This design comes from an exercise in tuning for small area and a short achievable clock period on the open sky130 flow, not from production work. Where RTL was checked, it was by simulation tests only, not by an equivalence proof against the original. For run 1, only the layout was checked, not whether the RTL still works.

<file path="design/flow/config.mk">
export PLATFORM = sky130hd
export DESIGN_NAME = hex_to_dec
export DESIGN_NICKNAME = hex_to_dec
export VERILOG_FILES = /design/flow/design.v
export SDC_FILE = /design/flow/constraint.sdc
export NUM_CORES = 4
export LEC_CHECK = 0
export CAP_MARGIN = 20
export CORE_MARGIN = 2
export CORE_UTILIZATION = 40
export SLEW_MARGIN = 20
</file>
<file path="design/flow/constraint.sdc">
create_clock -name core_clock -period 75.0 [get_ports {clk_25MHz}]
set_input_delay 15.0000 -clock core_clock [delete_from_list [all_inputs] [get_ports {clk_25MHz}]]
set_output_delay 15.0000 -clock core_clock [all_outputs]
set_load 0.01 [all_outputs]
</file>
<file path="design/flow/design.v">
module dd_cell(input wire [3:0] d, input wire b, output wire [3:0] q, output wire c);
assign c = d[3] | (d[2] & (d[1] | d[0]));
assign q[0] = b;
assign q[1] = (~d[3] & ~d[2] & d[0]) | (d[2] & d[1] & ~d[0]) | (d[3] & ~d[0]);
assign q[2] = (d[1] & (~d[2] | d[0])) | (d[3] & ~d[0]);
assign q[3] = (d[2] & ~d[1] & ~d[0]) | (d[3] & d[0]);
endmodule
module hex_to_dec(
    input wire clk_25MHz,
    input wire [31: 0]hex,
    output reg [31: 0]dec
);
wire [3:0] w1;
wire w1_c;
dd_cell c1(.d({1'b0,hex[26],hex[25],hex[24]}), .b(hex[23]), .q(w1), .c(w1_c));
wire [3:0] w2;
wire w2_c;
dd_cell c2(.d({w1[3],w1[2],w1[1],w1[0]}), .b(hex[22]), .q(w2), .c(w2_c));
wire [3:0] w3;
wire w3_c;
dd_cell c3(.d({w2[3],w2[2],w2[1],w2[0]}), .b(hex[21]), .q(w3), .c(w3_c));
wire [3:0] w4;
wire w4_c;
dd_cell c4(.d({w3[3],w3[2],w3[1],w3[0]}), .b(hex[20]), .q(w4), .c(w4_c));
wire [3:0] w5;
wire w5_c;
dd_cell c5(.d({w4[3],w4[2],w4[1],w4[0]}), .b(hex[19]), .q(w5), .c(w5_c));
wire [3:0] w6;
wire w6_c;
dd_cell c6(.d({w1_c,w2_c,w3_c,w4_c}), .b(w5_c), .q(w6), .c(w6_c));
wire [3:0] w7;
wire w7_c;
dd_cell c7(.d({w5[3],w5[2],w5[1],w5[0]}), .b(hex[18]), .q(w7), .c(w7_c));
wire [3:0] w8;
wire w8_c;
dd_cell c8(.d({w6[3],w6[2],w6[1],w6[0]}), .b(w7_c), .q(w8), .c(w8_c));
wire [3:0] w9;
wire w9_c;
dd_cell c9(.d({w7[3],w7[2],w7[1],w7[0]}), .b(hex[17]), .q(w9), .c(w9_c));
wire [3:0] w10;
wire w10_c;
dd_cell c10(.d({w8[3],w8[2],w8[1],w8[0]}), .b(w9_c), .q(w10), .c(w10_c));
wire [3:0] w11;
wire w11_c;
dd_cell c11(.d({w9[3],w9[2],w9[1],w9[0]}), .b(hex[16]), .q(w11), .c(w11_c));
wire [3:0] w12;
wire w12_c;
dd_cell c12(.d({w10[3],w10[2],w10[1],w10[0]}), .b(w11_c), .q(w12), .c(w12_c));
wire [3:0] w13;
wire w13_c;
dd_cell c13(.d({1'b0,w6_c,w8_c,w10_c}), .b(w12_c), .q(w13), .c(w13_c));
wire [3:0] w14;
wire w14_c;
dd_cell c14(.d({w11[3],w11[2],w11[1],w11[0]}), .b(hex[15]), .q(w14), .c(w14_c));
wire [3:0] w15;
wire w15_c;
dd_cell c15(.d({w12[3],w12[2],w12[1],w12[0]}), .b(w14_c), .q(w15), .c(w15_c));
wire [3:0] w16;
wire w16_c;
dd_cell c16(.d({w13[3],w13[2],w13[1],w13[0]}), .b(w15_c), .q(w16), .c(w16_c));
wire [3:0] w17;
wire w17_c;
dd_cell c17(.d({w14[3],w14[2],w14[1],w14[0]}), .b(hex[14]), .q(w17), .c(w17_c));
wire [3:0] w18;
wire w18_c;
dd_cell c18(.d({w15[3],w15[2],w15[1],w15[0]}), .b(w17_c), .q(w18), .c(w18_c));
wire [3:0] w19;
wire w19_c;
dd_cell c19(.d({w16[3],w16[2],w16[1],w16[0]}), .b(w18_c), .q(w19), .c(w19_c));
wire [3:0] w20;
wire w20_c;
dd_cell c20(.d({w17[3],w17[2],w17[1],w17[0]}), .b(hex[13]), .q(w20), .c(w20_c));
wire [3:0] w21;
wire w21_c;
dd_cell c21(.d({w18[3],w18[2],w18[1],w18[0]}), .b(w20_c), .q(w21), .c(w21_c));
wire [3:0] w22;
wire w22_c;
dd_cell c22(.d({w19[3],w19[2],w19[1],w19[0]}), .b(w21_c), .q(w22), .c(w22_c));
wire [3:0] w23;
wire w23_c;
dd_cell c23(.d({1'b0,w13_c,w16_c,w19_c}), .b(w22_c), .q(w23), .c(w23_c));
wire [3:0] w24;
wire w24_c;
dd_cell c24(.d({w20[3],w20[2],w20[1],w20[0]}), .b(hex[12]), .q(w24), .c(w24_c));
wire [3:0] w25;
wire w25_c;
dd_cell c25(.d({w21[3],w21[2],w21[1],w21[0]}), .b(w24_c), .q(w25), .c(w25_c));
wire [3:0] w26;
wire w26_c;
dd_cell c26(.d({w22[3],w22[2],w22[1],w22[0]}), .b(w25_c), .q(w26), .c(w26_c));
wire [3:0] w27;
wire w27_c;
dd_cell c27(.d({w23[3],w23[2],w23[1],w23[0]}), .b(w26_c), .q(w27), .c(w27_c));
wire [3:0] w28;
wire w28_c;
dd_cell c28(.d({w24[3],w24[2],w24[1],w24[0]}), .b(hex[11]), .q(w28), .c(w28_c));
wire [3:0] w29;
wire w29_c;
dd_cell c29(.d({w25[3],w25[2],w25[1],w25[0]}), .b(w28_c), .q(w29), .c(w29_c));
wire [3:0] w30;
wire w30_c;
dd_cell c30(.d({w26[3],w26[2],w26[1],w26[0]}), .b(w29_c), .q(w30), .c(w30_c));
wire [3:0] w31;
wire w31_c;
dd_cell c31(.d({w27[3],w27[2],w27[1],w27[0]}), .b(w30_c), .q(w31), .c(w31_c));
wire [3:0] w32;
wire w32_c;
dd_cell c32(.d({w28[3],w28[2],w28[1],w28[0]}), .b(hex[10]), .q(w32), .c(w32_c));
wire [3:0] w33;
wire w33_c;
dd_cell c33(.d({w29[3],w29[2],w29[1],w29[0]}), .b(w32_c), .q(w33), .c(w33_c));
wire [3:0] w34;
wire w34_c;
dd_cell c34(.d({w30[3],w30[2],w30[1],w30[0]}), .b(w33_c), .q(w34), .c(w34_c));
wire [3:0] w35;
wire w35_c;
dd_cell c35(.d({w31[3],w31[2],w31[1],w31[0]}), .b(w34_c), .q(w35), .c(w35_c));
wire [3:0] w36;
wire w36_c;
dd_cell c36(.d({w32[3],w32[2],w32[1],w32[0]}), .b(hex[9]), .q(w36), .c(w36_c));
wire [3:0] w37;
wire w37_c;
dd_cell c37(.d({w33[3],w33[2],w33[1],w33[0]}), .b(w36_c), .q(w37), .c(w37_c));
wire [3:0] w38;
wire w38_c;
dd_cell c38(.d({w34[3],w34[2],w34[1],w34[0]}), .b(w37_c), .q(w38), .c(w38_c));
wire [3:0] w39;
wire w39_c;
dd_cell c39(.d({w35[3],w35[2],w35[1],w35[0]}), .b(w38_c), .q(w39), .c(w39_c));
wire [3:0] w40;
wire w40_c;
dd_cell c40(.d({w23_c,w27_c,w31_c,w35_c}), .b(w39_c), .q(w40), .c(w40_c));
wire [3:0] w41;
wire w41_c;
dd_cell c41(.d({w36[3],w36[2],w36[1],w36[0]}), .b(hex[8]), .q(w41), .c(w41_c));
wire [3:0] w42;
wire w42_c;
dd_cell c42(.d({w37[3],w37[2],w37[1],w37[0]}), .b(w41_c), .q(w42), .c(w42_c));
wire [3:0] w43;
wire w43_c;
dd_cell c43(.d({w38[3],w38[2],w38[1],w38[0]}), .b(w42_c), .q(w43), .c(w43_c));
wire [3:0] w44;
wire w44_c;
dd_cell c44(.d({w39[3],w39[2],w39[1],w39[0]}), .b(w43_c), .q(w44), .c(w44_c));
wire [3:0] w45;
wire w45_c;
dd_cell c45(.d({w40[3],w40[2],w40[1],w40[0]}), .b(w44_c), .q(w45), .c(w45_c));
wire [3:0] w46;
wire w46_c;
dd_cell c46(.d({w41[3],w41[2],w41[1],w41[0]}), .b(hex[7]), .q(w46), .c(w46_c));
wire [3:0] w47;
wire w47_c;
dd_cell c47(.d({w42[3],w42[2],w42[1],w42[0]}), .b(w46_c), .q(w47), .c(w47_c));
wire [3:0] w48;
wire w48_c;
dd_cell c48(.d({w43[3],w43[2],w43[1],w43[0]}), .b(w47_c), .q(w48), .c(w48_c));
wire [3:0] w49;
wire w49_c;
dd_cell c49(.d({w44[3],w44[2],w44[1],w44[0]}), .b(w48_c), .q(w49), .c(w49_c));
wire [3:0] w50;
wire w50_c;
dd_cell c50(.d({w45[3],w45[2],w45[1],w45[0]}), .b(w49_c), .q(w50), .c(w50_c));
wire [3:0] w51;
wire w51_c;
dd_cell c51(.d({w46[3],w46[2],w46[1],w46[0]}), .b(hex[6]), .q(w51), .c(w51_c));
wire [3:0] w52;
wire w52_c;
dd_cell c52(.d({w47[3],w47[2],w47[1],w47[0]}), .b(w51_c), .q(w52), .c(w52_c));
wire [3:0] w53;
wire w53_c;
dd_cell c53(.d({w48[3],w48[2],w48[1],w48[0]}), .b(w52_c), .q(w53), .c(w53_c));
wire [3:0] w54;
wire w54_c;
dd_cell c54(.d({w49[3],w49[2],w49[1],w49[0]}), .b(w53_c), .q(w54), .c(w54_c));
wire [3:0] w55;
wire w55_c;
dd_cell c55(.d({w50[3],w50[2],w50[1],w50[0]}), .b(w54_c), .q(w55), .c(w55_c));
wire [3:0] w56;
wire w56_c;
dd_cell c56(.d({1'b0,w40_c,w45_c,w50_c}), .b(w55_c), .q(w56), .c(w56_c));
wire [3:0] w57;
wire w57_c;
dd_cell c57(.d({w51[3],w51[2],w51[1],w51[0]}), .b(hex[5]), .q(w57), .c(w57_c));
wire [3:0] w58;
wire w58_c;
dd_cell c58(.d({w52[3],w52[2],w52[1],w52[0]}), .b(w57_c), .q(w58), .c(w58_c));
wire [3:0] w59;
wire w59_c;
dd_cell c59(.d({w53[3],w53[2],w53[1],w53[0]}), .b(w58_c), .q(w59), .c(w59_c));
wire [3:0] w60;
wire w60_c;
dd_cell c60(.d({w54[3],w54[2],w54[1],w54[0]}), .b(w59_c), .q(w60), .c(w60_c));
wire [3:0] w61;
wire w61_c;
dd_cell c61(.d({w55[3],w55[2],w55[1],w55[0]}), .b(w60_c), .q(w61), .c(w61_c));
wire [3:0] w62;
wire w62_c;
dd_cell c62(.d({w56[3],w56[2],w56[1],w56[0]}), .b(w61_c), .q(w62), .c(w62_c));
wire [3:0] w63;
wire w63_c;
dd_cell c63(.d({w57[3],w57[2],w57[1],w57[0]}), .b(hex[4]), .q(w63), .c(w63_c));
wire [3:0] w64;
wire w64_c;
dd_cell c64(.d({w58[3],w58[2],w58[1],w58[0]}), .b(w63_c), .q(w64), .c(w64_c));
wire [3:0] w65;
wire w65_c;
dd_cell c65(.d({w59[3],w59[2],w59[1],w59[0]}), .b(w64_c), .q(w65), .c(w65_c));
wire [3:0] w66;
wire w66_c;
dd_cell c66(.d({w60[3],w60[2],w60[1],w60[0]}), .b(w65_c), .q(w66), .c(w66_c));
wire [3:0] w67;
wire w67_c;
dd_cell c67(.d({w61[3],w61[2],w61[1],w61[0]}), .b(w66_c), .q(w67), .c(w67_c));
wire [3:0] w68;
wire w68_c;
dd_cell c68(.d({w62[3],w62[2],w62[1],w62[0]}), .b(w67_c), .q(w68), .c(w68_c));
wire [3:0] w69;
wire w69_c;
dd_cell c69(.d({w63[3],w63[2],w63[1],w63[0]}), .b(hex[3]), .q(w69), .c(w69_c));
wire [3:0] w70;
wire w70_c;
dd_cell c70(.d({w64[3],w64[2],w64[1],w64[0]}), .b(w69_c), .q(w70), .c(w70_c));
wire [3:0] w71;
wire w71_c;
dd_cell c71(.d({w65[3],w65[2],w65[1],w65[0]}), .b(w70_c), .q(w71), .c(w71_c));
wire [3:0] w72;
wire w72_c;
dd_cell c72(.d({w66[3],w66[2],w66[1],w66[0]}), .b(w71_c), .q(w72), .c(w72_c));
wire [3:0] w73;
wire w73_c;
dd_cell c73(.d({w67[3],w67[2],w67[1],w67[0]}), .b(w72_c), .q(w73), .c(w73_c));
wire [3:0] w74;
wire w74_c;
dd_cell c74(.d({w68[3],w68[2],w68[1],w68[0]}), .b(w73_c), .q(w74), .c(w74_c));
wire [3:0] w75;
wire w75_c;
dd_cell c75(.d({1'b0,w56_c,w62_c,w68_c}), .b(w74_c), .q(w75), .c(w75_c));
wire [3:0] w76;
wire w76_c;
dd_cell c76(.d({w69[3],w69[2],w69[1],w69[0]}), .b(hex[2]), .q(w76), .c(w76_c));
wire [3:0] w77;
wire w77_c;
dd_cell c77(.d({w70[3],w70[2],w70[1],w70[0]}), .b(w76_c), .q(w77), .c(w77_c));
wire [3:0] w78;
wire w78_c;
dd_cell c78(.d({w71[3],w71[2],w71[1],w71[0]}), .b(w77_c), .q(w78), .c(w78_c));
wire [3:0] w79;
wire w79_c;
dd_cell c79(.d({w72[3],w72[2],w72[1],w72[0]}), .b(w78_c), .q(w79), .c(w79_c));
wire [3:0] w80;
wire w80_c;
dd_cell c80(.d({w73[3],w73[2],w73[1],w73[0]}), .b(w79_c), .q(w80), .c(w80_c));
wire [3:0] w81;
wire w81_c;
dd_cell c81(.d({w74[3],w74[2],w74[1],w74[0]}), .b(w80_c), .q(w81), .c(w81_c));
wire [3:0] w82;
wire w82_c;
dd_cell c82(.d({w75[3],w75[2],w75[1],w75[0]}), .b(w81_c), .q(w82), .c(w82_c));
wire [3:0] w83;
wire w83_c;
dd_cell c83(.d({w76[3],w76[2],w76[1],w76[0]}), .b(hex[1]), .q(w83), .c(w83_c));
wire [3:0] w84;
wire w84_c;
dd_cell c84(.d({w77[3],w77[2],w77[1],w77[0]}), .b(w83_c), .q(w84), .c(w84_c));
wire [3:0] w85;
wire w85_c;
dd_cell c85(.d({w78[3],w78[2],w78[1],w78[0]}), .b(w84_c), .q(w85), .c(w85_c));
wire [3:0] w86;
wire w86_c;
dd_cell c86(.d({w79[3],w79[2],w79[1],w79[0]}), .b(w85_c), .q(w86), .c(w86_c));
wire [3:0] w87;
wire w87_c;
dd_cell c87(.d({w80[3],w80[2],w80[1],w80[0]}), .b(w86_c), .q(w87), .c(w87_c));
wire [3:0] w88;
wire w88_c;
dd_cell c88(.d({w81[3],w81[2],w81[1],w81[0]}), .b(w87_c), .q(w88), .c(w88_c));
wire [3:0] w89;
wire w89_c;
dd_cell c89(.d({w82[3],w82[2],w82[1],w82[0]}), .b(w88_c), .q(w89), .c(w89_c));
wire [3:0] w90;
wire w90_c;
dd_cell c90(.d({w83[3],w83[2],w83[1],w83[0]}), .b(hex[0]), .q(w90), .c(w90_c));
wire [3:0] w91;
wire w91_c;
dd_cell c91(.d({w84[3],w84[2],w84[1],w84[0]}), .b(w90_c), .q(w91), .c(w91_c));
wire [3:0] w92;
wire w92_c;
dd_cell c92(.d({w85[3],w85[2],w85[1],w85[0]}), .b(w91_c), .q(w92), .c(w92_c));
wire [3:0] w93;
wire w93_c;
dd_cell c93(.d({w86[3],w86[2],w86[1],w86[0]}), .b(w92_c), .q(w93), .c(w93_c));
wire [3:0] w94;
wire w94_c;
dd_cell c94(.d({w87[3],w87[2],w87[1],w87[0]}), .b(w93_c), .q(w94), .c(w94_c));
wire [3:0] w95;
wire w95_c;
dd_cell c95(.d({w88[3],w88[2],w88[1],w88[0]}), .b(w94_c), .q(w95), .c(w95_c));
wire [3:0] w96;
wire w96_c;
dd_cell c96(.d({w89[3],w89[2],w89[1],w89[0]}), .b(w95_c), .q(w96), .c(w96_c));
always @(posedge clk_25MHz) begin
    dec <= {{w75_c,w82_c,w89_c,w96_c},{w96[3],w96[2],w96[1],w96[0]},{w95[3],w95[2],w95[1],w95[0]},{w94[3],w94[2],w94[1],w94[0]},{w93[3],w93[2],w93[1],w93[0]},{w92[3],w92[2],w92[1],w92[0]},{w91[3],w91[2],w91[1],w91[0]},{w90[3],w90[2],w90[1],w90[0]}};
end
endmodule
</file>
<file path="design/flow/run.sh">
#!/bin/bash
# synth_recipe.tcl (not shown) runs the flow's synth.tcl, then flattens the netlist and writes it again
# the make line also repeats each setting of config.mk as NAME=value (left out here)
make -C /OpenROAD-flow-scripts/flow DESIGN_CONFIG=/design/flow/config.mk WORK_HOME=/design/flow/orfs CLKGATE_MAP_FILE= SYNTH_SCRIPT=/design/flow/synth_recipe.tcl finish
</file>
==> run summary, run 1 <==
The register name with the most flops is dec. The number of clock buffers added by TritonCTS is 5. The count of buffers from port buffering came out at 59. The tree is rooted in a sky130_fd_sc_hd__clkbuf_16.

The clock input transition at the sequential cells of the worst setup and hold paths came out at 0.06 ns. The largest registers in the layout are dec: 32 flops. The leftover overflow at the end of global routing is 0. The post-route netlist has 8.129% of its cells at a drive strength greater than 1. The sum of net half-perimeters after detailed placement came out at 31,420 microns. The setup TNS is 0 ns. After detailed placement, the design holds a cell count of 2,662. STA classifies the critical path endpoint as a flip-flop. Routability-driven placement finished with a final weighted congestion of 0.9072. The clock tree synthesis step divided the H-tree into 2 levels. The run finished with no timing, DRC or antenna violations.

The most used cell along the critical path is sky130_fd_sc_hd__a32oi_1. The via count of the first global-routing pass came to about 16,000. The highest clock rate came out at 35.65 MHz. The antenna diode count came out at 0. Counting instances, the worst hold path has a depth of 1. The number of hold-repair buffers added at the cts stage is 0. In this run the worst path has a maximum fanout of 28. The path type of the worst setup path is primary input to flip-flop. The number of antenna violations at the first check in global routing is 0. The number of cells produced by synthesis is 2,296. The wire length after detailed routing is 44,120 microns. The worst hold path belongs to the class primary input to flip-flop. The floorplan die width is between 150 and 200 microns. The fraction of the cycle the final worst path needs is between 30% and 40%. The transition time at the pin with the least slew margin came out at roughly 1.2 ns. STA puts the critical path data required time at 75.17 ns.

The first-iteration detailed-routing DRC count is 1,924. The net count reported at finish is 2,234. The total routing usage reported by global routing came out at between 20% and 30%.

The count of maximum capacitance violations came out at 0. Across all layers, the routed design uses 18,194 vias. The number of placed I/O pins is 65.

In this run the tightest slew margin relative to its limit is 22.96%. The count of distinct cell types in the synthesized netlist came out at ~130. The slowest stage of the critical path is the sky130_fd_sc_hd__clkdlybuf4s50_1 cell. The number of hold violations in the final report came out at 0.

The final-report max-slew violation count came to 0. Among all flip-flop cells after synthesis, the most frequent one is sky130_fd_sc_hd__dfxtp_1. The die extent in y is just under 200 microns. Setup repair after global routing left no endpoint under its margin. The number of cells in the finished layout apart from fillers came out at 2,670. The total setup buffers inserted after CTS came out at 0.

The largest single stage delay on the critical path is 1.04 ns. The core region is around 37,000 sq um. The synthesized area per cell is 6.508 sq um.

The mapped netlist covers 14,940 sq um. The number of cells upsized or downsized after cts is 0. Row generation in the floorplan step produced 70 rows. In this run the remaining antenna-violating nets after routing total 0. The startpoint identified for the worst hold timing path is hex[0]. After synthesis, the share of flip-flops with an asynchronous set or reset is 0%. Sorting the synthesized cells by area gives the leading types as sky130_fd_sc_hd__nor2_1 5.8%, sky130_fd_sc_hd__a21oi_1 5.5%, sky130_fd_sc_hd__nand2_1 5.1%. The element type at the critical path start is a primary input. The area growth from synthesis to final layout is 4.262%. The proportion of synthesized chip area in sequential cells came out at 4.287%. For this run, the share of the core covered by cells in the final layout is 42.45%. The maximum number of pins on one net before global-route repair came out at 43. The wire length of the first global-routing pass came out at 75,630 microns.

The final-layout worst hold slack came out at 15.16 ns. The die covers 38,920 sq um. The count of flip-flops with a built-in enable after synthesis came out at 0. Setup violations remaining at the end of the flow were counted as 0. The synthesis warning total is 1. The flip-flop count of the largest register after layout is 32. The starting density of the core came out at about two fifths. The number of sinks on the clock net came out at 32.

Before antenna repair, the detailed router went through 6 iterations. After layout, the minimum clock period comes to 28.05 ns. In this run the biggest area consumer among cell types represents 5.828% of the synthesized area. The destination of the worst hold path is dec[0]$_DFF_P_. The detail-routed via count per cell came out at 6.814. The data arrival time of the worst path is 28.22 ns. The maximum buffer depth of the clock tree came out at 2. The number of remaining DRC errors came out at 0.

Tracing the worst setup path back leads to its startpoint at hex[23]. Summed over all instances, the cell type with the most area after synthesis is sky130_fd_sc_hd__nor2_1. The register bit total from synthesis is 32. Dividing the detail-routed wire length by the instance count gives 16.52 microns.

The clock tree from TritonCTS is done.
synth_stat cells, types with 21 or more instances:
| cell type | instances |
|---|---|
| sky130_fd_sc_hd__nor2_1 | 232 |
| sky130_fd_sc_hd__nand2_1 | 203 |
| sky130_fd_sc_hd__a21oi_1 | 163 |
| sky130_fd_sc_hd__o21ai_0 | 145 |
| sky130_fd_sc_hd__nand3_1 | 103 |
| sky130_fd_sc_hd__clkbuf_1 | 98 |
| sky130_fd_sc_hd__nor3_1 | 83 |
| sky130_fd_sc_hd__o211ai_1 | 60 |
| sky130_fd_sc_hd__buf_2 | 56 |
| sky130_fd_sc_hd__a211oi_1 | 55 |
| sky130_fd_sc_hd__o21ai_1 | 49 |
| sky130_fd_sc_hd__a31oi_1 | 45 |
| sky130_fd_sc_hd__inv_1 | 40 |
| sky130_fd_sc_hd__o21a_1 | 36 |
| sky130_fd_sc_hd__mux2i_1 | 35 |
| sky130_fd_sc_hd__and2_1 | 33 |
| sky130_fd_sc_hd__dfxtp_1 | 32 |
| sky130_fd_sc_hd__nand2b_1 | 31 |
| sky130_fd_sc_hd__nand4_1 | 30 |
| sky130_fd_sc_hd__a211o_1 | 27 |
| sky130_fd_sc_hd__a22oi_1 | 27 |
| sky130_fd_sc_hd__o22ai_1 | 27 |
| sky130_fd_sc_hd__a21o_1 | 25 |
| sky130_fd_sc_hd__nor4_1 | 25 |
| sky130_fd_sc_hd__xnor2_1 | 25 |
| sky130_fd_sc_hd__a32oi_1 | 24 |
| sky130_fd_sc_hd__o31ai_1 | 24 |
| sky130_fd_sc_hd__or3_1 | 24 |
| sky130_fd_sc_hd__and3_1 | 23 |
| sky130_fd_sc_hd__o221ai_1 | 21 |
metrics by stage:
stage                     instance area [sq um]  setup WS (ns)
final                                     15580          46.95
after global placement                    15420          46.68
after detailed placement                  15420          46.47
after CTS                                 15570          46.69
after floorplan                           14940          51.01
after global routing                      15580          45.80
critical path, delay by kind of cell:
kind	cells	cell delay [ns]
AOI/OAI and AO/OA	21	7.99
and+or+nand+nor	8	2.28
buffers and inverters	2	1.26
adders and majority gates	2	0.98
muxes	2	0.67
kinds of logic after synthesis:
logic type               after synthesis  synth area share [%]
XOR/XNOR                              25                 1.465
AND/OR/NAND/NOR                      891                 29.71
flip-flops                            32                 4.287
buffers and inverters                240                 7.544
AO/OA/AOI/OAI                       1040                 52.25
adder cells (fa/ha/maj)               14                0.9546
multiplexers                          54                 3.793
routing by layer:
layer | global-route usage (%) | vias up | routed length (microns)
li1 | - | 8937 | -
met1 | 30.84 | 8541 | 20550
met2 | 36.48 | 687 | 20870
met3 | 1.861 | 29 | 2510
met4 | 1.921 | 0 | 185
met5 | 0 | - | 0
placed cells by master, fill, tap and decap left out, types with 27 or more instances in the layout:
| cell | synthesis | layout |
|---|---|---|
| sky130_fd_sc_hd__nand2b_1 | 31 | 31 |
| sky130_fd_sc_hd__a211o_1 | 27 | 27 |
| sky130_fd_sc_hd__o21ai_1 | 49 | 50 |
| sky130_fd_sc_hd__a211oi_1 | 55 | 54 |
| sky130_fd_sc_hd__o22ai_1 | 27 | 27 |
| sky130_fd_sc_hd__nor3_1 | 83 | 83 |
| sky130_fd_sc_hd__buf_4 | 17 | 30 |
| sky130_fd_sc_hd__nand3_1 | 103 | 103 |
| sky130_fd_sc_hd__and2_1 | 33 | 33 |
| sky130_fd_sc_hd__nand4_1 | 30 | 30 |
| sky130_fd_sc_hd__a31oi_1 | 45 | 45 |
| sky130_fd_sc_hd__a21oi_1 | 163 | 161 |
| sky130_fd_sc_hd__o211ai_1 | 60 | 60 |
| sky130_fd_sc_hd__inv_1 | 40 | 40 |
| sky130_fd_sc_hd__clkdlybuf4s50_1 | 0 | 58 |
| sky130_fd_sc_hd__dfxtp_1 | 32 | 32 |
| sky130_fd_sc_hd__o21ai_0 | 145 | 144 |
| sky130_fd_sc_hd__nand2_1 | 203 | 203 |
| sky130_fd_sc_hd__mux2i_1 | 35 | 35 |
| sky130_fd_sc_hd__o21a_1 | 36 | 36 |
| sky130_fd_sc_hd__a22oi_1 | 27 | 27 |
| sky130_fd_sc_hd__nor2_1 | 232 | 232 |
how the worst max path moves through the flow:
stage | depth (start not counted) | to
after floorplan | 40 | dec[21]$_DFF_P_
after global placement | 35 | dec[21]$_DFF_P_
after detailed placement | 35 | dec[21]$_DFF_P_
after CTS | 35 | dec[21]$_DFF_P_
after global routing | 34 | dec[21]$_DFF_P_
final | 35 | dec[21]$_DFF_P_
final cells by class:
class,count,area (sq um)
Fill cell,3752,21120
Multi-Input combinational cell,2024,13210
Timing Repair Buffer,89,810.8
Sequential cell,32,640.6
Tap cell,468,585.6
Inverter,49,183.9
Clock buffer,5,125.1
Clock inverter,3,23.77
==> run 2, diff against run 1 <==
--- a/design/flow/design.v
+++ b/design/flow/design.v
@@ -9,5 +9,5 @@
     input wire clk_25MHz,
     input wire [31: 0]hex,
-    output reg [31: 0]dec
+    output wire [31: 0]dec
 );
 wire [3:0] w1;
@@ -80,19 +80,49 @@
 wire w23_c;
 dd_cell c23(.d({1'b0,w13_c,w16_c,w19_c}), .b(w22_c), .q(w23), .c(w23_c));
+reg s_d0_0;
+reg s_d0_1;
+reg s_d0_2;
+reg s_d0_3;
+reg s_d1_0;
+reg s_d1_1;
+reg s_d1_2;
+reg s_d1_3;
+reg s_d2_0;
+reg s_d2_1;
+reg s_d2_2;
+reg s_d2_3;
+reg s_d3_0;
+reg s_d3_1;
+reg s_d3_2;
+reg s_d3_3;
+reg s_d4_0;
+reg s_h12;
+reg s_h11;
+reg s_h10;
+reg s_h9;
+reg s_h8;
+reg s_h7;
+reg s_h6;
+reg s_h5;
+reg s_h4;
+reg s_h3;
+reg s_h2;
+reg s_h1;
+reg s_h0;
 wire [3:0] w24;
 wire w24_c;
-dd_cell c24(.d({w20[3],w20[2],w20[1],w20[0]}), .b(hex[12]), .q(w24), .c(w24_c));
+dd_cell c24(.d({s_d0_3,s_d0_2,s_d0_1,s_d0_0}), .b(s_h12), .q(w24), .c(w24_c));
 wire [3:0] w25;
 wire w25_c;
-dd_cell c25(.d({w21[3],w21[2],w21[1],w21[0]}), .b(w24_c), .q(w25), .c(w25_c));
+dd_cell c25(.d({s_d1_3,s_d1_2,s_d1_1,s_d1_0}), .b(w24_c), .q(w25), .c(w25_c));
 wire [3:0] w26;
 wire w26_c;
-dd_cell c26(.d({w22[3],w22[2],w22[1],w22[0]}), .b(w25_c), .q(w26), .c(w26_c));
+dd_cell c26(.d({s_d2_3,s_d2_2,s_d2_1,s_d2_0}), .b(w25_c), .q(w26), .c(w26_c));
 wire [3:0] w27;
 wire w27_c;
-dd_cell c27(.d({w23[3],w23[2],w23[1],w23[0]}), .b(w26_c), .q(w27), .c(w27_c));
+dd_cell c27(.d({s_d3_3,s_d3_2,s_d3_1,s_d3_0}), .b(w26_c), .q(w27), .c(w27_c));
 wire [3:0] w28;
 wire w28_c;
-dd_cell c28(.d({w24[3],w24[2],w24[1],w24[0]}), .b(hex[11]), .q(w28), .c(w28_c));
+dd_cell c28(.d({w24[3],w24[2],w24[1],w24[0]}), .b(s_h11), .q(w28), .c(w28_c));
 wire [3:0] w29;
 wire w29_c;
@@ -106,5 +136,5 @@
 wire [3:0] w32;
 wire w32_c;
-dd_cell c32(.d({w28[3],w28[2],w28[1],w28[0]}), .b(hex[10]), .q(w32), .c(w32_c));
+dd_cell c32(.d({w28[3],w28[2],w28[1],w28[0]}), .b(s_h10), .q(w32), .c(w32_c));
 wire [3:0] w33;
 wire w33_c;
@@ -118,5 +148,5 @@
 wire [3:0] w36;
 wire w36_c;
-dd_cell c36(.d({w32[3],w32[2],w32[1],w32[0]}), .b(hex[9]), .q(w36), .c(w36_c));
+dd_cell c36(.d({w32[3],w32[2],w32[1],w32[0]}), .b(s_h9), .q(w36), .c(w36_c));
 wire [3:0] w37;
 wire w37_c;
@@ -130,8 +160,8 @@
 wire [3:0] w40;
 wire w40_c;
-dd_cell c40(.d({w23_c,w27_c,w31_c,w35_c}), .b(w39_c), .q(w40), .c(w40_c));
+dd_cell c40(.d({s_d4_0,w27_c,w31_c,w35_c}), .b(w39_c), .q(w40), .c(w40_c));
 wire [3:0] w41;
 wire w41_c;
-dd_cell c41(.d({w36[3],w36[2],w36[1],w36[0]}), .b(hex[8]), .q(w41), .c(w41_c));
+dd_cell c41(.d({w36[3],w36[2],w36[1],w36[0]}), .b(s_h8), .q(w41), .c(w41_c));
 wire [3:0] w42;
 wire w42_c;
@@ -148,5 +178,5 @@
 wire [3:0] w46;
 wire w46_c;
-dd_cell c46(.d({w41[3],w41[2],w41[1],w41[0]}), .b(hex[7]), .q(w46), .c(w46_c));
+dd_cell c46(.d({w41[3],w41[2],w41[1],w41[0]}), .b(s_h7), .q(w46), .c(w46_c));
 wire [3:0] w47;
 wire w47_c;
@@ -163,5 +193,5 @@
 wire [3:0] w51;
 wire w51_c;
-dd_cell c51(.d({w46[3],w46[2],w46[1],w46[0]}), .b(hex[6]), .q(w51), .c(w51_c));
+dd_cell c51(.d({w46[3],w46[2],w46[1],w46[0]}), .b(s_h6), .q(w51), .c(w51_c));
 wire [3:0] w52;
 wire w52_c;
@@ -181,5 +211,5 @@
 wire [3:0] w57;
 wire w57_c;
-dd_cell c57(.d({w51[3],w51[2],w51[1],w51[0]}), .b(hex[5]), .q(w57), .c(w57_c));
+dd_cell c57(.d({w51[3],w51[2],w51[1],w51[0]}), .b(s_h5), .q(w57), .c(w57_c));
 wire [3:0] w58;
 wire w58_c;
@@ -199,5 +229,5 @@
 wire [3:0] w63;
 wire w63_c;
-dd_cell c63(.d({w57[3],w57[2],w57[1],w57[0]}), .b(hex[4]), .q(w63), .c(w63_c));
+dd_cell c63(.d({w57[3],w57[2],w57[1],w57[0]}), .b(s_h4), .q(w63), .c(w63_c));
 wire [3:0] w64;
 wire w64_c;
@@ -217,5 +247,5 @@
 wire [3:0] w69;
 wire w69_c;
-dd_cell c69(.d({w63[3],w63[2],w63[1],w63[0]}), .b(hex[3]), .q(w69), .c(w69_c));
+dd_cell c69(.d({w63[3],w63[2],w63[1],w63[0]}), .b(s_h3), .q(w69), .c(w69_c));
 wire [3:0] w70;
 wire w70_c;
@@ -238,5 +268,5 @@
 wire [3:0] w76;
 wire w76_c;
-dd_cell c76(.d({w69[3],w69[2],w69[1],w69[0]}), .b(hex[2]), .q(w76), .c(w76_c));
+dd_cell c76(.d({w69[3],w69[2],w69[1],w69[0]}), .b(s_h2), .q(w76), .c(w76_c));
 wire [3:0] w77;
 wire w77_c;
@@ -259,5 +289,5 @@
 wire [3:0] w83;
 wire w83_c;
-dd_cell c83(.d({w76[3],w76[2],w76[1],w76[0]}), .b(hex[1]), .q(w83), .c(w83_c));
+dd_cell c83(.d({w76[3],w76[2],w76[1],w76[0]}), .b(s_h1), .q(w83), .c(w83_c));
 wire [3:0] w84;
 wire w84_c;
@@ -280,5 +310,5 @@
 wire [3:0] w90;
 wire w90_c;
-dd_cell c90(.d({w83[3],w83[2],w83[1],w83[0]}), .b(hex[0]), .q(w90), .c(w90_c));
+dd_cell c90(.d({w83[3],w83[2],w83[1],w83[0]}), .b(s_h0), .q(w90), .c(w90_c));
 wire [3:0] w91;
 wire w91_c;
@@ -300,5 +330,35 @@
 dd_cell c96(.d({w89[3],w89[2],w89[1],w89[0]}), .b(w95_c), .q(w96), .c(w96_c));
 always @(posedge clk_25MHz) begin
-    dec <= {{w75_c,w82_c,w89_c,w96_c},{w96[3],w96[2],w96[1],w96[0]},{w95[3],w95[2],w95[1],w95[0]},{w94[3],w94[2],w94[1],w94[0]},{w93[3],w93[2],w93[1],w93[0]},{w92[3],w92[2],w92[1],w92[0]},{w91[3],w91[2],w91[1],w91[0]},{w90[3],w90[2],w90[1],w90[0]}};
+    s_d0_0 <= w20[0];
+    s_d0_1 <= w20[1];
+    s_d0_2 <= w20[2];
+    s_d0_3 <= w20[3];
+    s_d1_0 <= w21[0];
+    s_d1_1 <= w21[1];
+    s_d1_2 <= w21[2];
+    s_d1_3 <= w21[3];
+    s_d2_0 <= w22[0];
+    s_d2_1 <= w22[1];
+    s_d2_2 <= w22[2];
+    s_d2_3 <= w22[3];
+    s_d3_0 <= w23[0];
+    s_d3_1 <= w23[1];
+    s_d3_2 <= w23[2];
+    s_d3_3 <= w23[3];
+    s_d4_0 <= w23_c;
+    s_h12 <= hex[12];
+    s_h11 <= hex[11];
+    s_h10 <= hex[10];
+    s_h9 <= hex[9];
+    s_h8 <= hex[8];
+    s_h7 <= hex[7];
+    s_h6 <= hex[6];
+    s_h5 <= hex[5];
+    s_h4 <= hex[4];
+    s_h3 <= hex[3];
+    s_h2 <= hex[2];
+    s_h1 <= hex[1];
+    s_h0 <= hex[0];
 end
+assign dec = {{w75_c,w82_c,w89_c,w96_c},{w96[3],w96[2],w96[1],w96[0]},{w95[3],w95[2],w95[1],w95[0]},{w94[3],w94[2],w94[1],w94[0]},{w93[3],w93[2],w93[1],w93[0]},{w92[3],w92[2],w92[1],w92[0]},{w91[3],w91[2],w91[1],w91[0]},{w90[3],w90[2],w90[1],w90[0]}};
 endmodule
==> run 2 against run 1 <==
Critical path depth is 13 lower. Synthesized cell count down 10%. Die area decreased by 10%. Via count fell by 14%. Maximum frequency increased by 15%. Setup slack better by 3.6 ns. First-iteration DRC count shrank 24%. Sequential cell count fell by 2. Wire length fell by 18%.
==> run summary, run 2 <==
Counting I/O delays and the setup requirement, the final critical path takes approximately 24 ns.

The total routing usage reported by global routing is 19.49%. The register bit total from synthesis is 30. The die extent in y is 187.0 microns. The synthesized netlist devotes 47.87% of its cell area to compound gates.

For the worst setup path, the data required time is 60.00 ns. The wire length after detailed routing is between 30,000 and 40,000 microns. The leftover overflow at the end of global routing came out at 0. The per-cell routed wire length is 15.03 microns. The number of remaining DRC errors is 0. The post-synthesis cell area came out at roughly 13,000 sq um. The filler cell count in the final layout came out at around 3,500.

In the layout the commonest cells are 191 x sky130_fd_sc_hd__nor2_1, 191 x sky130_fd_sc_hd__nand2_1, 148 x sky130_fd_sc_hd__a21oi_1. The transition time at the pin with the least slew margin is 1.061 ns. The count of flip-flops with a built-in enable after synthesis came out at 0.

The type of the most critical hold path is primary input to flip-flop. The total number of H-tree levels came out at 2. The number of antenna violations at the first check in global routing came out at 0. The biggest area contributor in the post-synthesis netlist is sky130_fd_sc_hd__a21oi_1. The number of cells on the worst hold path came out at 1. Ranked by total cell area, the synthesized netlist is headed by sky130_fd_sc_hd__a21oi_1 5.5%, sky130_fd_sc_hd__nand2_1 5.4%, sky130_fd_sc_hd__nor2_1 5.4%.

The number of placed instances, taps included is ~2,400. The number of placed I/O pins is 65. The number of cells produced by synthesis came out at around 2,000.

For the final routed database, the setup TNS stands at 0 ns. The first-iteration detailed-routing DRC count is 1,457. Row generation in the floorplan step produced 67 rows. The final-report max-slew violation count is 0. In this run, CTS created clock tree buffers numbering 5. The clock input transition at the sequential cells of the worst setup and hold paths is 0.06 ns. The area growth from synthesis to final layout is 3.867%.

The path type of the worst setup path is flip-flop to output port. The main combinational cell family by area after synthesis is compound AO/OA/AOI/OAI gates. The wire length of the first global-routing pass is about 62,000 microns. The antenna diode count is 0.

The count of buffers from port buffering came out at 59. The synthesis warning total is 1. The core box area came out at 33,280 sq um. Counting every sink on the clock net gives 30. The simple logic cell fraction of the synthesized area is 32.19%. After synthesis, the share of flip-flops with an asynchronous set or reset is 0%. The maximum buffer depth of the clock tree is 2. The net count reported at finish is around 2,000.

STA classifies the critical path startpoint as a flip-flop. The clock tree from TritonCTS is done. Counting instances in the post-synthesis netlist gives the leading cell types as 191 x sky130_fd_sc_hd__nand2_1, 191 x sky130_fd_sc_hd__nor2_1, 148 x sky130_fd_sc_hd__a21oi_1.

The number of hold violations in the final report is 0. The final-layout worst hold slack came out at between 15 and 20 ns. Multiplexer cells account for under 10% of the synthesized area. In the synthesized netlist the dominant register cell turns out to be sky130_fd_sc_hd__dfxtp_1. The data arrival time of the worst path came out at around 9.4 ns.

In this run the worst path has a maximum fanout of 28. The die covers ~35,000 sq um. Routability-driven placement finished with a final weighted congestion of 0.8987. The kind of end point of the critical path is an output port. Once the floorplan was initialized, standard cells occupied 40.24% of the core. The fraction of the cycle the final worst path needs came out at between 30% and 40%. After Yosys synthesis, XOR and XNOR cells account for between 1.5 and 2% of the synthesized area. The detail-routed via count per cell is roughly 6.5. Summing the areas of all fa, ha and maj instances in the mapped netlist gives 0.9809% of the synthesized area.

Timing would allow up to 40.93 MHz.

The count of vias placed by the detailed router came out at 15,585. The proportion of synthesized chip area in sequential cells came out at 4.484%. The maximum number of pins on one net before global-route repair came out at 34. The worst slew margin relative to its limit is 29.27%. The root buffer selected by CTS is sky130_fd_sc_hd__clkbuf_16. The number of iterations in the first detailed-routing pass came out at 6.

The final count of negative-setup-slack endpoints came out at 0. For this design, the CTS-stage hold fixing added 0 buffers. Summed over all nets, the half-perimeter wirelength after detailed placement is about 26,000 microns. In this run the post-CTS setup repair buffer count came out at 0. The worst hold path terminates at s_h2$_DFF_P_. In this run the most critical hold path is launched from hex[2].

The number of nets with antenna violations after routing is 0. The via count of the first global-routing pass was 13,443. The flow ran to the end and the layout has no timing, DRC or antenna violations.

The count of maximum capacitance violations came out at 0. The count of distinct cell types in the synthesized netlist is 141. The number of cells upsized or downsized after cts is 0.

Of the cells placed in the final design, the portion with a size suffix greater than 1 is under 10%. Measured along the x axis, the die boundary spans 187.0 microns. The synthesized area per cell is 6.498 sq um. Setup repair after global routing left no endpoint under its margin.

The synthesized design devotes to its leading area cell type roughly 5.5% of total area. The number of cells in the finished layout apart from fillers came out at between 2,000 and 2,500.
run 2: changes by cell type after synthesis, moves of 14 or more:
cell                       before  now
sky130_fd_sc_hd__a21oi_1      163  148
sky130_fd_sc_hd__a211oi_1      55   36
sky130_fd_sc_hd__o21ai_1       49   27
sky130_fd_sc_hd__buf_2         56   32
sky130_fd_sc_hd__a31oi_1       45   31
sky130_fd_sc_hd__nor2_1       232  191
run 2: how the worst max path moves through the flow:
stage                              start      end  slack (ns)
after floorplan           s_d2_3$_DFF_P_  dec[22]       54.01
after detailed placement  s_d0_2$_DFF_P_  dec[22]       51.00
after CTS                 s_d0_2$_DFF_P_  dec[22]       50.67
after global placement    s_d0_2$_DFF_P_  dec[22]       51.01
final                     s_d0_2$_DFF_P_  dec[22]       50.57
after global routing      s_d0_2$_DFF_P_  dec[22]       49.66
run 2: per-stage QoR:
step / worst slack [ns] / cell area (sq um) / utilization, %
final: 50.57 / 13910 / 41.80
after global placement: 51.01 / 13720 / 41.24
after floorplan: 54.01 / 13390 / -
after detailed placement: 51.00 / 13720 / 41.24
after CTS: 50.67 / 13890 / 41.73
after global routing: 49.66 / 13910 / 41.80
run 2: layout make-up:
cell class,count,area (sq um),area share (%)
multi-input combinational,1798,11670,83.87
sequential,30,600.6,4.317
inverter,51,191.4,1.376
tap,448,560.5,4.030
clock buffer,5,125.1,0.8994
clock inverter,3,40.04,0.2878
timing repair buffer,77,725.7,5.217
run 2: routing by layer:
layer | global-route usage [%] | vias up | routed length (microns)
met5 | 0 | - | 0
met4 | 2.900 | 0 | 259
met3 | 1.069 | 24 | 1530
met2 | 32.59 | 433 | 16590
met1 | 28.03 | 7256 | 17880
li1 | - | 7872 | -
run 2: logic make-up (layout without fill, tap and decap cells):
kind of cell | count (synthesis) | count (layout)
adders and majority gates | 13 | 13
AOI/OAI and AO/OA | 857 | 857
buffers and inverters | 233 | 136
xor gates and xnor gates | 28 | 28
and+or+nand+nor | 850 | 850
DFF | 30 | 30
muxes | 50 | 50
run 2: worst max-delay path, cell delays in order, from the launching register on:
cell and delay (ns):
sky130_fd_sc_hd__dfxtp_1 0.91, sky130_fd_sc_hd__or3b_4 0.50, sky130_fd_sc_hd__o2111a_1 0.32, sky130_fd_sc_hd__mux2i_1 0.19, sky130_fd_sc_hd__a211oi_1 0.40, sky130_fd_sc_hd__and2_1 0.40
sky130_fd_sc_hd__o311ai_2 0.24, sky130_fd_sc_hd__nor3_1 0.40, sky130_fd_sc_hd__o211a_2 0.33, sky130_fd_sc_hd__a211oi_2 0.11, sky130_fd_sc_hd__o21ai_1 0.68, sky130_fd_sc_hd__o211ai_1 0.24
sky130_fd_sc_hd__a221oi_2 0.66, sky130_fd_sc_hd__or2_1 0.20, sky130_fd_sc_hd__o221a_1 0.62, sky130_fd_sc_hd__nand2_2 0.21, sky130_fd_sc_hd__o2bb2ai_4 0.37, sky130_fd_sc_hd__nand2_2 0.13
sky130_fd_sc_hd__a2111oi_4 1.02, sky130_fd_sc_hd__mux2_4 0.35, sky130_fd_sc_hd__a311oi_1 0.24, sky130_fd_sc_hd__a32oi_1 0.13, sky130_fd_sc_hd__clkdlybuf4s50_1 0.50
==> run 3, diff against run 2 <==
--- a/design/flow/config.mk
+++ b/design/flow/config.mk
@@ -6,4 +6,5 @@
 export NUM_CORES = 4
 export LEC_CHECK = 0
+export ABC_AREA = 1
 export CAP_MARGIN = 20
 export CORE_MARGIN = 2
==> run 3 against run 2 <==
Still clean on timing, DRC and antenna. Die area shrank 39%. Synthesized area shrank 40%. First-iteration DRC count is 74% lower. Sequential cell count stayed put. Worst hold slack gained 0.0072 ns. Wire length shrank 54%. Maximum frequency up 22%. Sequential share of layout area grew 2.3 points. Final cell count shrank 20%. Utilization rose by 4.2 points. Critical endpoint is now dec[9]. Highest routed layer unchanged.
==> run summary, run 3 <==
The filler cell count in the final layout came out at 2,181. The total setup buffers inserted after CTS is 0. The library cell used most frequently in the layout, excluding fill and tap cells, is sky130_fd_sc_hd__nand2_1. Counting the buffers created by CTS gives 5. Derived from the worst setup path, the maximum achievable clock frequency is around 50 MHz. Including well taps, the total number of placed cells is roughly 1,900. The net count reported at finish came out at 1,699. The path with the worst hold slack has its endpoint at s_h12$_DFF_P_. The total die area came out at 21,180 sq um. The maximum buffer depth of the clock tree is 2. The number of cells in the finished layout apart from fillers came out at roughly 1,900. The proportion of synthesized chip area in sequential cells is 7.494%.

Summed over all instances, the cell type with the most area after synthesis is sky130_fd_sc_hd__nand2_1. The maximum number of pins on one net before global-route repair came out at 10. The clock net in this run drives a total of 30 sinks. The number of remaining DRC errors came out at 0. The element type at the critical path start is a flip-flop.

The initialized floorplan defines 51 standard-cell rows. The number of antenna diodes in the final layout is 0. The number of hold violations in the final report is 0. After floorplanning, the core was sized to cover 19,590 sq um.

The first global-routing pass estimated about 31,000 microns of wire. The startpoint of the most critical hold path is hex[12]. Yosys attributes the largest share of cell area to sky130_fd_sc_hd__nand2_1 26%, sky130_fd_sc_hd__nand3_1 14%, sky130_fd_sc_hd__nor2_1 9.2%. Across every metal layer, demand over resource in global routing totals 15.57%.

The number of hold-repair buffers added at the cts stage is 0. The final-layout worst hold slack came out at about 15 ns. Along the worst path, the maximum fanout reaches 6.

The setup TNS came out at 0 ns. A synthesized cell averages 4.975 sq um. The post-synthesis cell area came out at 8014 sq um.

The root buffer selected by CTS is sky130_fd_sc_hd__clkbuf_16. The buffer and inverter count on the worst path is 4. The synthesis warning total is 1. Compared with the post-synthesis result, the final layout area differs by 12.51%. The floorplan die width came out at 145.5 microns. The most instantiated flip-flop cell in the synthesis netlist is sky130_fd_sc_hd__dfxtp_1. The critical path in this run is classified as flip-flop to output port. The register bit total from synthesis is 30. The flow ran to the end and the layout has no timing, DRC or antenna violations.

The cell count after synthesis came out at 1,611. The count of flip-flops with a built-in enable after synthesis is 0. The number of cells on the worst hold path came out at 1. The die extent in y came out at approximately 150 microns. The top cell types in the final layout, fill and taps aside, are 554 x sky130_fd_sc_hd__nand2_1, 218 x sky130_fd_sc_hd__nand3_1, 196 x sky130_fd_sc_hd__nor2_1. The share of flip-flops with an asynchronous set or reset after synthesis is 0%.

The final count of negative-setup-slack endpoints is 0. The starting density of the core is 40.91%. The transition time at the pin with the least slew margin came out at 0.4586 ns. The worst setup path is captured at an output port. The number of nets with antenna violations after routing is 0.

The number of cells upsized or downsized after cts is 0.

In this design, the critical path's most frequently occurring cell is sky130_fd_sc_hd__nand2_1. The total number of H-tree levels is 2. The clock input transition at the sequential cells of the worst setup and hold paths is 0.05 ns. In the final routed layout, each cell accounts on average for ~8.6 microns. Port buffering added 59 buffers.

The fraction of layout instances using a drive strength above 1 is 14.10%. Counting distinct cell types in the post-synthesis netlist gives 34. The number of iterations in the first detailed-routing pass came out at 5.

For this run the aggregate overflow at the end of global routing stands at 0. The data arrival time of the worst path is roughly 5.1 ns. The area share of the leading cell type in the synthesized netlist came out at 25.95%. The worst slew margin relative to its limit came out at 69.16%. The sum of net half-perimeters after detailed placement is 14,270 microns.

By instance count, the leading cell after synthesis is sky130_fd_sc_hd__nand2_1. The worst path required time came out at 60.00 ns. The worst hold path belongs to the class primary input to flip-flop.

The detail-routed via count per cell came out at 4.827. The number of placed I/O pins came out at 65. The fraction of the cycle the final worst path needs came out at 26.74%.

Routability-driven placement finished with a final weighted congestion of slightly above 0.8. The number of antenna violations at the first check in global routing is 0. The family with the most delay on the worst path is simple AND/OR/NAND/NOR gates. Setup repair after global routing left no endpoint under its margin. Across the run, the number of max-cap violations was 0. The final-report max-slew violation count is 0.

The commonest cells after synthesis are 554 x sky130_fd_sc_hd__nand2_1, 218 x sky130_fd_sc_hd__nand3_1, 196 x sky130_fd_sc_hd__nor2_1. The via count of the first global-routing pass is 7,862. The wire length after detailed routing came out at 16,700 microns.

The first-iteration detailed-routing DRC count is 374. The critical path's largest stage delay is 0.53 ns. The count of vias placed by the detailed router is approximately 9,300. The clock tree from TritonCTS is done. The final period demand of the worst path came out at 20.05 ns. The slowest stage of the critical path belongs to the cell sky130_fd_sc_hd__clkdlybuf4s50_1.
[run 3: cell types whose count changed after synthesis, moves of 35 or more]
cell,before,now
sky130_fd_sc_hd__mux2i_1,35,0
sky130_fd_sc_hd__a21oi_1,148,47
sky130_fd_sc_hd__nor3_1,87,7
sky130_fd_sc_hd__nand3_1,111,218
sky130_fd_sc_hd__nand2_1,191,554
sky130_fd_sc_hd__o21ai_0,135,26
sky130_fd_sc_hd__a211oi_1,36,0
sky130_fd_sc_hd__clkbuf_1,96,0
sky130_fd_sc_hd__inv_1,39,174
sky130_fd_sc_hd__inv_2,8,48
sky130_fd_sc_hd__nand2_2,7,67
sky130_fd_sc_hd__o211ai_1,49,4
[run 3: final cells by class]
| type | instances | area [sq um] | share of cell area, % |
|---|---|---|---|
| repair buffers | 59 | 590.6 | 6.550 |
| inverters | 225 | 844.6 | 9.367 |
| flip-flops and latches | 30 | 600.6 | 6.661 |
| clock buffers | 7 | 132.6 | 1.471 |
| clock inverters | 1 | 30.03 | 0.3331 |
| well taps | 265 | 331.6 | 3.677 |
| multi-input cells | 1345 | 6486 | 71.94 |
[run 3: kinds of logic (layout without fill, tap and decap cells)]
group,count (synthesis),after routing,synth area share (%)
compound gates,199,199,16.77
buf+inv,236,292,11.57
flops,30,30,7.494
simple gates,1146,1146,64.17
[run 3: worst max-delay path by stage]
stage                   startpoint  slack, ns  endpoint  cells past startpoint
floorplan           s_d0_0$_DFF_P_      56.24   dec[28]                     33
global placement    s_d0_0$_DFF_P_      55.29   dec[13]                     32
detailed placement  s_d0_0$_DFF_P_      55.24   dec[21]                     30
CTS                 s_d0_0$_DFF_P_      54.94   dec[21]                     30
global route        s_d0_0$_DFF_P_      54.18   dec[13]                     35
finish              s_d0_0$_DFF_P_      54.95    dec[9]                     32
[run 3: layer usage]
layer	global-route usage [%]	wire, microns
met1	21.90	9086
met2	26.97	7274
met3	0.7524	261
met4	2.157	73
met5	0	0
[run 3: through the flow]
step | area (sq um) | utilization (%) | worst slack (ns)
2_1_floorplan | 8014 | - | 56.24
3_3_place_gp | 8853 | 45.19 | 55.29
3_5_place_dp | 8853 | 45.19 | 55.24
4_1_cts | 9016 | 46.02 | 54.94
5_1_grt | 9016 | 46.02 | 54.18
6_report | 9016 | 46.02 | 54.95
==> run 4, diff against run 3 <==
--- a/design/flow/config.mk
+++ b/design/flow/config.mk
@@ -11,2 +11,4 @@
 export CORE_UTILIZATION = 40
 export SLEW_MARGIN = 20
+export SYNTH_HIERARCHICAL = 1
+export SYNTH_MINIMUM_KEEP_SIZE = 0
==> run 4 against run 3 <==
Maximum frequency decreased by 1.3%. Synthesized cell count is 8.4% lower. Synthesized area shrank 11%.
==> run summary, run 4 <==
TritonCTS built the clock tree. The detail-routed via count per cell is 4.612. The net count reported at finish is ~1,500. The post-synthesis cell area came out at 7121 sq um. The highest clock rate is 49.22 MHz.

The final-report max-slew violation count is 0. The count of flip-flops with a built-in enable after synthesis is 0. The number of antenna violations at the first check in global routing came out at 0. The number of cells upsized or downsized after cts is 0. The worst path in the final design needs a cycle of 20.32 ns, including I/O delays and setup. The fraction of the cycle the final worst path needs is 27.09%. The via count of the first global-routing pass came to ~6,300. The startpoint of the most critical hold path is hex[3]. The share of flip-flops with an asynchronous set or reset after synthesis is 0%. The count of maximum capacitance violations is 0.

The most common cell in the synthesized netlist is sky130_fd_sc_hd__nand2_1. The number of iterations in the first detailed-routing pass came out at 5. The number of cells produced by synthesis came out at 1,475.

STA classifies the critical path startpoint as a flip-flop. Along the worst hold path, the cell count comes to 1. The critical path's largest stage delay is 0.54 ns. The wire length of the first global-routing pass came out at roughly 24,000 microns.

In the global route stage, overall resource usage came out at 13.83%. Summed over all failing endpoints, the final setup total negative slack is 0 ns. The flow ran to the end and the layout has no timing, DRC or antenna violations.

Clock tree synthesis selected as its root buffer the cell sky130_fd_sc_hd__clkbuf_16. In the final layout, the share of cells above drive strength 1 is 13.69%. The path type of the worst setup path is flip-flop to output port. The first-iteration detailed-routing DRC count is 310. Entering global routing, the biggest net connects 11 pins. The clock input transition at the sequential cells of the worst setup and hold paths is 0.05 ns.

The antenna diode count is 0. The per-cell routed wire length came out at 7.474 microns. The synthesized area per cell is 4.828 sq um. The sum of net half-perimeters after detailed placement came out at 10,890 microns. Ranked by instance count, the synthesized netlist is headed by 576 x sky130_fd_sc_hd__nand2_1, 192 x sky130_fd_sc_hd__nand3_1, 100 x sky130_fd_sc_hd__buf_4. The most used flip-flop cell after synthesis is sky130_fd_sc_hd__dfxtp_1. Data on the critical path arrives at its endpoint at around 5.3 ns. The library cells used most frequently in the layout, excluding fill and tap cells, are 576 x sky130_fd_sc_hd__nand2_1, 192 x sky130_fd_sc_hd__nand3_1. The most numerous cell type found on the critical path is sky130_fd_sc_hd__nand2_1. The final route contains 7,775 vias. 65 I/O pins were placed. The slowest cell on the critical path is sky130_fd_sc_hd__clkdlybuf4s50_1. The starting density of the core came out at 41.03%.

The proportion of synthesized chip area in sequential cells is between 8 and 9%. The core box area came out at 17,360 sq um. The maximum fanout along the worst path is 4. The destination of the worst hold path is s_h3$_DFF_P_. Once detail routing completed, the nets flagged for antenna violations numbered 0. In this run the tool buffered the top-level ports with 59 buffer cells. The area share of the leading cell type in the synthesized netlist is 30.36%. The maximum buffer depth of the clock tree is 2. The global placement routability congestion is 0.7680.

Leaving out fill and tap cells, the most frequent cell in the layout is sky130_fd_sc_hd__nand2_1. The floorplan step defined a die boundary enclosing 18,880 sq um. The area growth from synthesis to final layout came out at 4.832%. Setup repair after global routing left no endpoint under its margin.

The final count of negative-setup-slack endpoints is 0. The number of hold violations in the final report came out at 0. In the post-synthesis netlist, the biggest area contributors are sky130_fd_sc_hd__nand2_1 30%, sky130_fd_sc_hd__nand3_1 13%, sky130_fd_sc_hd__buf_4 11%.

The number of buffers added by the clock tree synthesis step is 5. The number of hold-repair buffers added at the cts stage is 0. The wire length after detailed routing is 12,600 microns. The kind of end point of the critical path is an output port. The floorplan die width came out at 137.4 microns. STA puts the critical path data required time at about 60 ns. Clock tree synthesis found a total of 30 sinks. The dominant cell type by area after synthesis is sky130_fd_sc_hd__nand2_1.

The register bit total from synthesis is 30. Yosys mapped the design onto 11 distinct sky130hd cell types. The total number of H-tree levels is 2. The post-layout utilization of the core came out at 43.01%. The site row count is 48. The total overflow left after global routing is 0.

The synthesis warning total came out at 7. The type of the most critical hold path is primary input to flip-flop.

The total setup buffers inserted after CTS is 0. Measured along the y axis, the die boundary spans approximately 140 microns. The number of remaining DRC errors came out at 0.
[run 4: logic make-up (layout without fill, tap and decap cells)]
| kind of cell | Yosys count | in the layout | share of synthesized area (%) |
|---|---|---|---|
| AOI/OAI and AO/OA | 192 | 192 | 13.49 |
| buffers and inverters | 292 | 259 | 20.66 |
| DFF | 30 | 30 | 8.434 |
| other | 1 | 20 | 0.05266 |
| and+or+nand+nor | 960 | 960 | 57.35 |
[run 4: per-module statistics from Yosys, one instance, submodules excluded]
module / flip-flops and latches / cell area [sq um] / copies in the design / cells inside
hex_to_dec: 30 / 634.4 / 1 / 35
dd_cell: 0 / 67.56 / 96 / 15
[run 4: final cells by class]
| type | instances | area, sq um |
|---|---|---|
| clock buffers | 6 | 138.9 |
| clock inverters | 2 | 12.51 |
| fillers | 1946 | 9892 |
| inverters | 192 | 720.7 |
| multi-input cells | 1172 | 5120 |
| flip-flops and latches | 30 | 600.6 |
| well taps | 225 | 281.5 |
| repair buffers | 59 | 590.6 |
[run 4: how the worst max path moves through the flow]
stage | startpoint | to | slack [ns] | cells after the start
floorplan | s_d0_1$_DFF_P_ | dec[28] | 55.73 | 39
global placement | s_d0_0$_DFF_P_ | dec[19] | 55.05 | 36
detailed placement | s_d0_0$_DFF_P_ | dec[23] | 54.91 | 35
CTS | s_d0_0$_DFF_P_ | dec[23] | 54.61 | 35
global route | s_d0_0$_DFF_P_ | dec[19] | 53.85 | 36
finish | s_d0_0$_DFF_P_ | dec[19] | 54.68 | 36
[run 4: worst max-delay path, delay by kind of cell, from the launching register on]
| kind | cells | cell delay [ns] |
|---|---|---|
| AND/OR/NAND/NOR | 21 | 1.86 |
| buffers and inverters | 6 | 0.99 |
| AO/OA/AOI/OAI | 9 | 1.85 |
| flip-flops | 1 | 0.34 |
[run 4: through the flow]
| stage | std cells | setup slack (ns) | instance area [sq um] | hold WS, ns |
|---|---|---|---|---|
| floorplan | 1494 | 55.73 | 7192 | 15.03 |
| global placement | 1678 | 55.05 | 7313 | 15.45 |
| detailed placement | 1678 | 54.91 | 7313 | 15.45 |
| CTS | 1686 | 54.61 | 7465 | 15.15 |
| global route | 1686 | 53.85 | 7465 | 15.16 |
| finish | 1686 | 54.68 | 7465 | 15.16 |
[run 4: metal layers]
layer / wire length (microns) / global-route usage (%)
met1: 6454 / 17.72
met2: 5872 / 25.32
met4: 113 / 2.806
met3: 160 / 0.9934
met5: 0 / 0

## afterwards: timing with drivers on the ports
In the flow no input, the clock included, has a driving cell. The finished layouts below were timed again as built, in two steps.
Step 1 sets driving cells, clkbuf_16 on the clock port and buf_2 on the other inputs (assumed; they add their load-dependent delay and slew).
Step 2 times the ports against the registers' clock, not the clock port: input delays grow and output delays shrink by t, the midpoint of the rising clock arrivals with the driver on.
a / b / c = no drivers / after step 1 / after step 2; a / b = the first two.
run | t, ns | setup WS [ns] | slew at the worst register clock pin (ns)
run 1 | 0.318 | 46.950 / 46.959 / 46.642 | 0.06 / 0.06
run 2 | 0.320 | 50.571 / 50.527 / 50.847 | 0.06 / 0.06
run 3 | 0.300 | 54.948 / 54.918 / 55.218 | 0.05 / 0.05
run 4 | 0.310 | 54.684 / 54.647 / 54.958 | 0.05 / 0.05
After both steps every run listed still meets setup and hold. The setup slack of run 1, which loses most, moves by +0.009 ns with the drivers and by -0.308 ns with both steps.
